What follows belongs to an exercise in optimizing a design on an open flow for small area; a production flow would make more cautious choices.
The RTL was checked by simulation tests, not by an equivalence proof against the original design.
Power and IR drop assume default switching activity.

== run 1 ==
// fp_adder_top
module fp_adder_top ( input  wire        clk,
                      input  wire [31:0] a,
                      input  wire [31:0] b,
                      output wire [31:0] s
                    );
For scale: ~920 cells after synthesis.
export LEC_CHECK = 0
export CAP_MARGIN = 10
export CORE_MARGIN = 2
export CORE_UTILIZATION = 55
export SLEW_MARGIN = 10
export SYNTH_HIERARCHICAL = 1
export SYNTH_MINIMUM_KEEP_SIZE = 0
create_clock -name core_clock -period 15.0 [get_ports {clk}]
standard.sh (not shown) runs the stock make flow with config.mk's settings and CLKGATE_MAP_FILE= SYNTH_SCRIPT=/design/flow/synth_recipe.tcl, a recipe that flattens the netlist after the stock synthesis.
==> flow/flow/run.sh <==
#!/bin/bash
# Layout flow: the standard ORFS flow with two changes:
#  - synthesis maps logic with the ABC script in flow/abc_area.script (ABC_AREA=1),
#  - port buffers are sky130_fd_sc_hd__buf_1.
# Each tool's output stays in orfs/logs/; make's own output goes to flow_make.log.
set -euo pipefail
F=$(pwd)
mkdir -p "$F/scripts"
for f in "$FLOW_HOME"/scripts/*; do ln -sf "$f" "$F/scripts/"; done
rm -f "$F/scripts/abc_area.script"
cp "$F/flow/abc_area.script" "$F/scripts/abc_area.script"
EXTRA=$(cat "$F/flow/extra_make_args" 2>/dev/null || true)
sed "s#\"\${@:-finish}\"#SCRIPTS_DIR=$F/scripts ABC_AREA=1 BUFFER_PORTS_ARGS='-buffer_cell sky130_fd_sc_hd__buf_1' $EXTRA \"\${@:-finish}\"#" standard.sh > "$F/my_standard.sh"
bash "$F/my_standard.sh" > "$F/flow_make.log" 2>&1
==> flow/flow/abc_area.script <==
strash
&get -n
&st
&dch -f
&nf -R 1000 -p
&put
==> flow/flow/extra_make_args <==
ADDER_MAP_FILE= SYNTH_INSBUF=0 SYNTH_OPERATIONS_ARGS=-noshare CTS_ARGS='-sink_clustering_enable -repair_clock_nets -buf_list sky130_fd_sc_hd__clkbuf_8 -dont_use_dummy_load'
Per the final summary, run 1 finished and its layout is clean on timing, DRC and antenna.
Edits applied to the flow inputs when going from run 1 to run 2:
Settings: a change of CORE_UTILIZATION from 55 to 65; an added CTS_BUF_LIST of sky130_fd_sc_hd__clkbuf_8.
==> flow/flow/extra_make_args <==
ADDER_MAP_FILE= SYNTH_INSBUF=0 SYNTH_OPERATIONS_ARGS=-noshare
==> comparison <==
- Run 2 reached the final stage; the timing, design-rule and antenna checks on its layout passed.
- Re combined buffer and inverter count along the critical path: run 2 is 1 down on run 1.
- Going from run 1 to run 2, total global routing track utilization went up by 5.8 points; placed wire-length estimate went down; horizontal die dimension fell 7.7%.
Changes in run 3 relative to run 2:
Settings: CTS_BUF_LIST: sky130_fd_sc_hd__clkbuf_8 -> unset; SETUP_SLACK_MARGIN: unset -> -0.5; CORE_UTILIZATION: 65 -> 45.
==> flow/flow/extra_make_args <==
ADDER_MAP_FILE= SYNTH_INSBUF=0 SYNTH_OPERATIONS_ARGS=-noshare CTS_ARGS='-sink_clustering_enable -repair_clock_nets -buf_list sky130_fd_sc_hd__clkbuf_8 -dont_use_dummy_load'
Findings:
Compared with run 2, in run 3 fmax closely matched the old numbers; register-to-register slack lost 40 ps; critical path depth down 2.9%; sequential cell count neither gained nor lost much.
Run 2 and run 3 ended up with roughly the same post-route standard cell area excluding fillers.
Edits applied to the flow inputs when going from run 3 to run 4:
Settings: a change of CORE_UTILIZATION from 45 to 55.
### Flow results
Routed wirelength normalized by instance count, run 3 and run 4, higher one = run 4. Final setup slack of the worst path was lower in the run labelled run 4. Summary of the comparison: number of standard cells in the layout, taps in and fillers out is lower in run 4, relative to run 3.


fp_adder_top again, from the RTL that the note above started with.
// fp_adder_top
module fp_adder_top ( input  wire        clk,
                      input  wire [31:0] a,
                      input  wire [31:0] b,
                      output wire [31:0] s
                    );
==> flow/config.mk <==
export PLATFORM = sky130hd
export DESIGN_NAME = fp_adder_top
export DESIGN_NICKNAME = fp_adder_top
export VERILOG_FILES = /design/flow/design.v
export SDC_FILE = /design/flow/constraint.sdc
export NUM_CORES = 4
export LEC_CHECK = 0
export CAP_MARGIN = 10
export CORE_MARGIN = 2
export CORE_UTILIZATION = 55
export SETUP_SLACK_MARGIN = -0.3
export SLEW_MARGIN = 10
export SYNTH_HIERARCHICAL = 1
export SYNTH_MINIMUM_KEEP_SIZE = 0
==> flow/constraint.sdc <==
create_clock -name core_clock -period 15.0 [get_ports {clk}]
set_input_delay 3.0000 -clock core_clock [delete_from_list [all_inputs] [get_ports {clk}]]
set_output_delay 3.0000 -clock core_clock [all_outputs]
set_load 0.01 [all_outputs]
==> flow/flow/run.sh <==
#!/bin/bash
# Layout flow: the standard ORFS flow (standard.sh), with these changes:
#  - synthesis maps each module with the ABC script flow/abc_area.script
#    (ABC_AREA=1; the script replaces ORFS's abc_area.script in a scripts
#    folder of links to ORFS's scripts),
#  - port buffers are sky130_fd_sc_hd__buf_1,
set -euo pipefail
F=$(pwd)
mkdir -p "$F/scripts"
for f in "$FLOW_HOME"/scripts/*; do ln -sf "$f" "$F/scripts/"; done
rm -f "$F/scripts/abc_area.script"
cp "$F/flow/abc_area.script" "$F/scripts/abc_area.script"
EXTRA=$(cat "$F/flow/extra_make_args" 2>/dev/null || true)
sed "s#\"\${@:-finish}\"#SCRIPTS_DIR=$F/scripts ABC_AREA=1 BUFFER_PORTS_ARGS='-buffer_cell sky130_fd_sc_hd__buf_1' $EXTRA \"\${@:-finish}\"#" standard.sh > "$F/my_standard.sh"
bash "$F/my_standard.sh" > "$F/flow_make.log" 2>&1
==> flow/flow/extra_make_args <==
ADDER_MAP_FILE= SYNTH_INSBUF=0 SYNTH_OPERATIONS_ARGS=-noshare CTS_ARGS='-sink_clustering_enable -repair_clock_nets -buf_list sky130_fd_sc_hd__clkbuf_8 -dont_use_dummy_load'
Scripts as last shown in full above: flow/flow/abc_area.script
Rerun with:
--- a/flow/config.mk
+++ b/flow/config.mk
@@ -10,2 +10,2 @@
-export CORE_UTILIZATION = 55
-export SETUP_SLACK_MARGIN = -0.3
+export CORE_UTILIZATION = 60
+export SETUP_SLACK_MARGIN = -0.5
=>
- The changed run finished with timing, DRC and antenna clean
- worst setup slack gets worse by 0.24 ns
- via count grows by 0.87%
- design area goes down by 0.65%
- wire length came out lower by 0.71%
Rerun with:
--- a/flow/config.mk
+++ b/flow/config.mk
@@ -10 +10 @@
-export CORE_UTILIZATION = 60
+export CORE_UTILIZATION = 50
Effect: Power rises slightly; fmax grows slightly; flip-flop and latch count stays the same; sequential share of layout area goes down by 0.22 points; final area goes up slightly.
Rerun with:
--- a/flow/flow/run.sh
+++ b/flow/flow/run.sh
@@ -2,5 +2,4 @@
-# Layout flow: the standard ORFS flow (standard.sh), with these changes:
-#  - synthesis maps each module with the ABC script flow/abc_area.script
-#    (ABC_AREA=1; the script replaces ORFS's abc_area.script in a scripts
-#    folder of links to ORFS's scripts),
-#  - port buffers are sky130_fd_sc_hd__buf_1,
+# Layout flow: the standard ORFS flow with two changes:
+#  - synthesis maps logic with the ABC script in flow/abc_area.script (ABC_AREA=1),
+#  - port buffers are sky130_fd_sc_hd__buf_1.
+# Each tool's output stays in orfs/logs/; make's own output goes to flow_make.log.
--- a/flow/config.mk
+++ b/flow/config.mk
@@ -10,2 +10,2 @@
-export CORE_UTILIZATION = 50
-export SETUP_SLACK_MARGIN = -0.5
+export CORE_UTILIZATION = 65
+export CTS_BUF_LIST = sky130_fd_sc_hd__clkbuf_8
Outcome: Final area drops by 0.36%; register-to-register slack gains 0.14 ns; core utilization climbs by 18 points; maximum frequency climbs by 1.0%; via count climbs by 2.6%; routed wire length climbs by 0.36%.

-- separate check: timing with driven ports --
No port has a modelled driver above. Below, the same layouts with a new extraction and two added sets of constraints.
Step 1 (the two cells are an assumption about what drives the block):
set clk [get_ports {clk}]
set_driving_cell -lib_cell sky130_fd_sc_hd__clkbuf_16 $clk
set_driving_cell -lib_cell sky130_fd_sc_hd__buf_2 [delete_from_list [all_inputs] $clk]
Step 2 also shifts input and output timing later by t, the mid clock arrival at the registers, as if the neighbouring blocks saw the same clock.
Three values: ideal ports, drivers, drivers and shift; two values: the first two.
run | t (ns) | slack for setup (ns) | clock arrival spread, ns | worst slew at a driven data input, ns | cell pins on the clock port's net
run 1 | 0.405 | 1.408 / 1.408 / 1.408 | 0.028 / 0.028 | 0.03 | 1
run 2 | 0.421 | 1.206 / 1.206 / 1.206 | 0.011 / 0.011 | 0.03 | 1
run 3 | 0.420 | 1.166 / 1.166 / 1.166 | 0.038 / 0.039 | 0.04 | 1
run 4 | 0.414 | 1.078 / 1.078 / 1.078 | 0.032 / 0.032 | 0.03 | 1
the first run of note 2 | 0.409 | 1.209 / 1.209 / 1.209 | 0.032 / 0.032 | 0.03 | 1
the second run of note 2 | 0.415 | 0.973 / 0.973 / 0.973 | 0.031 / 0.031 | 0.04 | 1
the third run of note 2 | 0.410 | 1.043 / 1.043 / 1.043 | 0.033 / 0.034 | 0.03 | 1
the fourth run of note 2 | 0.410 | 1.187 / 1.187 / 1.187 | 0.028 / 0.028 | 0.03 | 1
After both steps every run listed still meets setup and hold.
